This design comes from an exercise in tuning for small area on the open sky130 flow, not from production work.
No activity file was given, so power comes from the tool's default toggle rates.

==> job 8481: inputs <==
==> flow/design.v (excerpt) <==
module alu (
    input wire clk,
    input wire reset,
    input wire [3:0] opcode,
    input wire [15:0] operand_a,
    input wire [15:0] operand_b,
    output reg [15:0] result,
    output wire overflow_flag
);
==> flow/config.mk <==
export PLATFORM = sky130hd
export DESIGN_NAME = alu
export DESIGN_NICKNAME = alu
export VERILOG_FILES = /design/flow/design.v
export SDC_FILE = /design/flow/constraint.sdc
export NUM_CORES = 4
export LEC_CHECK = 0
export CAP_MARGIN = 20
export CORE_MARGIN = 2
export CORE_UTILIZATION = 72
export CTS_BUF_LIST = sky130_fd_sc_hd__clkbuf_4
export GPL_TIMING_DRIVEN = 0
export SETUP_SLACK_MARGIN = 0.03
export SLEW_MARGIN = 20
export SYNTH_HIERARCHICAL = 1
export SYNTH_MINIMUM_KEEP_SIZE = 0
==> flow/constraint.sdc <==
create_clock -name core_clock -period 6.5 [get_ports {clk}]
set_input_delay 1.3000 -clock core_clock [delete_from_list [all_inputs] [get_ports {clk}]]
set_output_delay 1.3000 -clock core_clock [all_outputs]
set_load 0.01 [all_outputs]
standard.sh (not shown) runs the stock make flow with config.mk's settings and CLKGATE_MAP_FILE= SYNTH_SCRIPT=/design/flow/synth_recipe.tcl, a recipe that flattens the netlist after the stock synthesis.
==> flow/flow/run.sh <==
#!/bin/bash
# Layout flow: the standard flow (standard.sh), with two changes:
#  - synthesis is the standard synthesis script, except that the final ABC
#    mapping uses an area-oriented script (flow/abc_area.script) instead of
#    ORFS's delay-oriented one; timing is then repaired by OpenROAD as usual.
#  - port buffers are sky130_fd_sc_hd__buf_1 instead of the default choice.
# Each tool's output goes to a log file in this folder.
set -euo pipefail
W=$(pwd)
ABC=$W/flow/abc_area.script
# synthesis script: ORFS synth.tcl with the abc script swapped
sed "s#^  log_cmd abc {\*}\$abc_args#  lset abc_args 1 $ABC\n  log_cmd abc {*}\$abc_args#" \
  "$FLOW_HOME/scripts/synth.tcl" > "$W/synth_area.tcl"
grep -q "lset abc_args 1" "$W/synth_area.tcl"
sed "s#^source .*synth.tcl\$#source $W/synth_area.tcl#" "$W/synth_recipe.tcl" > "$W/synth_recipe_area.tcl"
grep -q "synth_area.tcl" "$W/synth_recipe_area.tcl"
bash standard.sh SYNTH_SCRIPT="$W/synth_recipe_area.tcl" \
  BUFFER_PORTS_ARGS="-buffer_cell sky130_fd_sc_hd__buf_1" finish > "$W/standard.log" 2>&1
==> flow/flow/abc_area.script <==
&get -n
&st
&dc2
&dch -f
&nf -R 1000
&put
topo
stime -c
==> job 7046: changes against job 8481 <==
--- a/flow/design.v
+++ b/flow/design.v
@@ -137,18 +137,18 @@
   wire ac14 = aG4_13;
   wire as14 = ap14 ^ aG4_13;
   wire ac15 = aG4_14;
   wire as15 = ap15 ^ aG4_14;
   wire [16:0] sum = {aG4_15, as15, as14, as13, as12, as11, as10, as9, as8, as7, as6, as5, as4, as3, as2, as1, as0};
   wire [15:0] ap = {ap15, ap14, ap13, ap12, ap11, ap10, ap9, ap8, ap7, ap6, ap5, ap4, ap3, ap2, ap1, ap0};
   wire [15:0] ag = {ag15, ag14, ag13, ag12, ag11, ag10, ag9, ag8, ag7, ag6, ag5, ag4, ag3, ag2, ag1, ag0};
   wire [15:0] ac = {ac15, ac14, ac13, ac12, ac11, ac10, ac9, ac8, ac7, ac6, ac5, ac4, ac3, ac2, ac1, ac0};
+  wire        ovf = (operand_a[15] == bx[15]) & (sum[15] != operand_a[15]);
   wire        lt = ~sum[16];
-  wire        ovf = (operand_a[15] == bx[15]) & (xs[15] != operand_a[15]);
   assign overflow_flag = (opcode[3:1] == 3'b000) ? ovf :
                          (opcode == 4'b0100) ? lt : 1'b0;
   wire [15:0] mul;
   wire [15:0] onehot = 16'd1 << operand_b[3:0];
   wire [15:0] arev, mrev;
   genvar gi;
   generate for (gi = 0; gi < 16; gi = gi + 1) begin : g_rev
     assign arev[gi] = operand_a[15 - gi];
@@ -634,33 +634,132 @@
   wire x202 = x199 ^ x200;
   wire x203 = c86 ^ x201;
   wire x204 = c88 ^ x202;
   wire x205 = x203 ^ x204;
   wire x206 = c90 ^ x205;
   wire x207 = c130 ^ x206;
   wire x208 = x207 ^ c132;
   wire x209 = c156 ^ x208;
-  wire s210, c211;
-  ha_cell us210 (.a(pp0_1), .b(pp1_0), .s(s210), .co(c211));
-  wire s212, c213;
-  fa_cell us212 (.a(pp2_0), .b(s157), .c(c211), .s(s212), .co(c213));
-  wire s214, c215;
-  fa_cell us214 (.a(c158), .b(s159), .c(c213), .s(s214), .co(c215));
-  wire [11:0] fsum = {c182, c180, c178, c176, c174, c172, c170, c168, c166, c164, c162, c160} + {x209, s181, s179, s177, s175, s173, s171, s169, s167, s165, s163, s161} + c215;
-  assign mul = {fsum[11], fsum[10], fsum[9], fsum[8], fsum[7], fsum[6], fsum[5], fsum[4], fsum[3], fsum[2], fsum[1], fsum[0], s214, s212, s210, pp0_0};
+  wire fp0 = pp0_1 ^ pp1_0;
+  wire fg0 = pp0_1 & pp1_0;
+  wire fp1 = pp2_0 ^ s157;
+  wire fg1 = pp2_0 & s157;
+  wire fp2 = c158 ^ s159;
+  wire fg2 = c158 & s159;
+  wire fp3 = c160 ^ s161;
+  wire fg3 = c160 & s161;
+  wire fp4 = c162 ^ s163;
+  wire fg4 = c162 & s163;
+  wire fp5 = c164 ^ s165;
+  wire fg5 = c164 & s165;
+  wire fp6 = c166 ^ s167;
+  wire fg6 = c166 & s167;
+  wire fp7 = c168 ^ s169;
+  wire fg7 = c168 & s169;
+  wire fp8 = c170 ^ s171;
+  wire fg8 = c170 & s171;
+  wire fp9 = c172 ^ s173;
+  wire fg9 = c172 & s173;
+  wire fp10 = c174 ^ s175;
+  wire fg10 = c174 & s175;
+  wire fp11 = c176 ^ s177;
+  wire fg11 = c176 & s177;
+  wire fp12 = c178 ^ s179;
+  wire fg12 = c178 & s179;
+  wire fp13 = c180 ^ s181;
+  wire fg13 = c180 & s181;
+  wire fG1_1 = fg1 | (fp1 & fg0);
+  wire fP1_1 = fp1 & fp0;
+  wire fG1_3 = fg3 | (fp3 & fg2);
+  wire fP1_3 = fp3 & fp2;
+  wire fG1_5 = fg5 | (fp5 & fg4);
+  wire fP1_5 = fp5 & fp4;
+  wire fG1_7 = fg7 | (fp7 & fg6);
+  wire fP1_7 = fp7 & fp6;
+  wire fG1_9 = fg9 | (fp9 & fg8);
+  wire fP1_9 = fp9 & fp8;
+  wire fG1_11 = fg11 | (fp11 & fg10);
+  wire fP1_11 = fp11 & fp10;
+  wire fG1_13 = fg13 | (fp13 & fg12);
+  wire fP1_13 = fp13 & fp12;
+  wire fG2_2 = fg2 | (fp2 & fG1_1);
+  wire fP2_2 = fp2 & fP1_1;
+  wire fG2_3 = fG1_3 | (fP1_3 & fG1_1);
+  wire fP2_3 = fP1_3 & fP1_1;
+  wire fG2_6 = fg6 | (fp6 & fG1_5);
+  wire fP2_6 = fp6 & fP1_5;
+  wire fG2_7 = fG1_7 | (fP1_7 & fG1_5);
+  wire fP2_7 = fP1_7 & fP1_5;
+  wire fG2_10 = fg10 | (fp10 & fG1_9);
+  wire fP2_10 = fp10 & fP1_9;
+  wire fG2_11 = fG1_11 | (fP1_11 & fG1_9);
+  wire fP2_11 = fP1_11 & fP1_9;
+  wire fG3_4 = fg4 | (fp4 & fG2_3);
+  wire fP3_4 = fp4 & fP2_3;
+  wire fG3_5 = fG1_5 | (fP1_5 & fG2_3);
+  wire fP3_5 = fP1_5 & fP2_3;
+  wire fG3_6 = fG2_6 | (fP2_6 & fG2_3);
+  wire fP3_6 = fP2_6 & fP2_3;
+  wire fG3_7 = fG2_7 | (fP2_7 & fG2_3);
+  wire fP3_7 = fP2_7 & fP2_3;
+  wire fG3_12 = fg12 | (fp12 & fG2_11);
+  wire fP3_12 = fp12 & fP2_11;
+  wire fG3_13 = fG1_13 | (fP1_13 & fG2_11);
+  wire fP3_13 = fP1_13 & fP2_11;
+  wire fG4_8 = fg8 | (fp8 & fG3_7);
+  wire fP4_8 = fp8 & fP3_7;
+  wire fG4_9 = fG1_9 | (fP1_9 & fG3_7);
+  wire fP4_9 = fP1_9 & fP3_7;
+  wire fG4_10 = fG2_10 | (fP2_10 & fG3_7);
+  wire fP4_10 = fP2_10 & fP3_7;
+  wire fG4_11 = fG2_11 | (fP2_11 & fG3_7);
+  wire fP4_11 = fP2_11 & fP3_7;
+  wire fG4_12 = fG3_12 | (fP3_12 & fG3_7);
+  wire fP4_12 = fP3_12 & fP3_7;
+  wire fG4_13 = fG3_13 | (fP3_13 & fG3_7);
+  wire fP4_13 = fP3_13 & fP3_7;
+  wire fs0 = fp0;
+  wire fc1 = fg0;
+  wire fs1 = fp1 ^ fg0;
+  wire fc2 = fG1_1;
+  wire fs2 = fp2 ^ fG1_1;
+  wire fc3 = fG2_2;
+  wire fs3 = fp3 ^ fG2_2;
+  wire fc4 = fG2_3;
+  wire fs4 = fp4 ^ fG2_3;
+  wire fc5 = fG3_4;
+  wire fs5 = fp5 ^ fG3_4;
+  wire fc6 = fG3_5;
+  wire fs6 = fp6 ^ fG3_5;
+  wire fc7 = fG3_6;
+  wire fs7 = fp7 ^ fG3_6;
+  wire fc8 = fG3_7;
+  wire fs8 = fp8 ^ fG3_7;
+  wire fc9 = fG4_8;
+  wire fs9 = fp9 ^ fG4_8;
+  wire fc10 = fG4_9;
+  wire fs10 = fp10 ^ fG4_9;
+  wire fc11 = fG4_10;
+  wire fs11 = fp11 ^ fG4_10;
+  wire fc12 = fG4_11;
+  wire fs12 = fp12 ^ fG4_11;
+  wire fc13 = fG4_12;
+  wire fs13 = fp13 ^ fG4_12;
+  wire s210 = c182 ^ x209 ^ fG4_13;
+  assign mul = {s210, fs13, fs12, fs11, fs10, fs9, fs8, fs7, fs6, fs5, fs4, fs3, fs2, fs1, fs0, pp0_0};
   wire        op_arith = ~opcode[3] & ~opcode[2] & ~opcode[1];
   wire        sel_x = op_arith | (opcode == 4'b0101);
   wire        sel_mul = ~opcode[3] & opcode[1] & ~opcode[0];
   wire        sel_rev = (opcode == 4'b0111);
-  wire        sel_ag = (opcode == 4'b0011) | (opcode == 4'b0100);
+  wire        sel_and = (opcode == 4'b0011);
   wire        sel_or = (opcode == 4'b0100);
   wire [15:0] xs = ap ^ (ac & {16{op_arith}});
   wire [15:0] next = ({16{sel_x}} & xs) | ({16{sel_mul}} & mul) | ({16{sel_rev}} & mrev) |
-                     ({16{sel_ag}} & ag) | ({16{sel_or}} & operand_b);
+                     ({16{sel_and}} & ag) | ({16{sel_or}} & (operand_a | ~ap));
   always @(posedge clk or posedge reset) begin
     if (reset) begin
       result <= 16'h0000;
     end else begin
       result <= next;
     end
   end
 endmodule
Settings changed: SETUP_SLACK_MARGIN 0.03 to default.
==> job 474: changes against job 8481 <==
--- a/flow/design.v
+++ b/flow/design.v
@@ -634,24 +634,18 @@
   wire x202 = x199 ^ x200;
   wire x203 = c86 ^ x201;
   wire x204 = c88 ^ x202;
   wire x205 = x203 ^ x204;
   wire x206 = c90 ^ x205;
   wire x207 = c130 ^ x206;
   wire x208 = x207 ^ c132;
   wire x209 = c156 ^ x208;
-  wire s210, c211;
-  ha_cell us210 (.a(pp0_1), .b(pp1_0), .s(s210), .co(c211));
-  wire s212, c213;
-  fa_cell us212 (.a(pp2_0), .b(s157), .c(c211), .s(s212), .co(c213));
-  wire s214, c215;
-  fa_cell us214 (.a(c158), .b(s159), .c(c213), .s(s214), .co(c215));
-  wire [11:0] fsum = {c182, c180, c178, c176, c174, c172, c170, c168, c166, c164, c162, c160} + {x209, s181, s179, s177, s175, s173, s171, s169, s167, s165, s163, s161} + c215;
-  assign mul = {fsum[11], fsum[10], fsum[9], fsum[8], fsum[7], fsum[6], fsum[5], fsum[4], fsum[3], fsum[2], fsum[1], fsum[0], s214, s212, s210, pp0_0};
+  wire [14:0] fsum = {c182, c180, c178, c176, c174, c172, c170, c168, c166, c164, c162, c160, c158, pp2_0, pp0_1} + {x209, s181, s179, s177, s175, s173, s171, s169, s167, s165, s163, s161, s159, s157, pp1_0};
+  assign mul = {fsum[14], fsum[13], fsum[12], fsum[11], fsum[10], fsum[9], fsum[8], fsum[7], fsum[6], fsum[5], fsum[4], fsum[3], fsum[2], fsum[1], fsum[0], pp0_0};
   wire        op_arith = ~opcode[3] & ~opcode[2] & ~opcode[1];
   wire        sel_x = op_arith | (opcode == 4'b0101);
   wire        sel_mul = ~opcode[3] & opcode[1] & ~opcode[0];
   wire        sel_rev = (opcode == 4'b0111);
   wire        sel_ag = (opcode == 4'b0011) | (opcode == 4'b0100);
   wire        sel_or = (opcode == 4'b0100);
   wire [15:0] xs = ap ^ (ac & {16{op_arith}});
   wire [15:0] next = ({16{sel_x}} & xs) | ({16{sel_mul}} & mul) | ({16{sel_rev}} & mrev) |
Settings changed: CORE_UTILIZATION 72 to 76, CTS_CLUSTER_DIAMETER from default to 100, CTS_CLUSTER_SIZE from default to 30, SETUP_SLACK_MARGIN 0.03 to default.
==> summary of the runs <==
- Job 474 completed and failed the layout checks on negative setup slack. Job 8481 ran to the end with no violations. Job 7046 reached the layout checks and failed them: negative setup slack.
- Clock power is about the same in job 7046 and job 474.
- Sequential share of layout area: job 7046 < job 474 < job 8481.
- Of job 474 and job 7046, job 474 has the higher first-iteration DRC count (gap 6.0%, measured against job 7046).
- The highest critical path depth belongs to job 7046, the lowest to job 474.
Function was not checked in any run of this note: the RTL went through the layout flow alone.

## re-timing with driven ports
Ports are ideal in the flow. The routed layouts listed here were re-timed in OpenROAD. Step 1 (the two cells are an assumption about what drives the block):
set clk [get_ports {clk}]
set_driving_cell -lib_cell sky130_fd_sc_hd__clkbuf_16 $clk
set_driving_cell -lib_cell sky130_fd_sc_hd__buf_2 [delete_from_list [all_inputs] $clk]
Step 2 adds t to the input delays and takes it off the output delays; t is the mean of the earliest and latest rising clock arrival at the registers after step 1. Input paths then give back, and output paths get back, about the clock's delay inside the block. Three values: ideal, step 1, step 2; two values: the first two.
run	t (ns)	slack for setup (ns)	latest minus earliest clock arrival (ns)	worst data-port slew with drivers (ns)
job 8481	0.328	0.173 / 0.170 / -0.158	0.013 / 0.013	0.05
job 7046	0.315	-0.134 / -0.162 / -0.344	0.013 / 0.013	0.06
job 474	0.312	-0.080 / -0.093 / -0.405	0.006 / 0.006	0.04
With both steps, setup timing fails in job 8481, where it was met with ideal ports. The setup slack of job 8481, which loses most, moves by -0.003 ns with the drivers and by -0.331 ns with both steps.
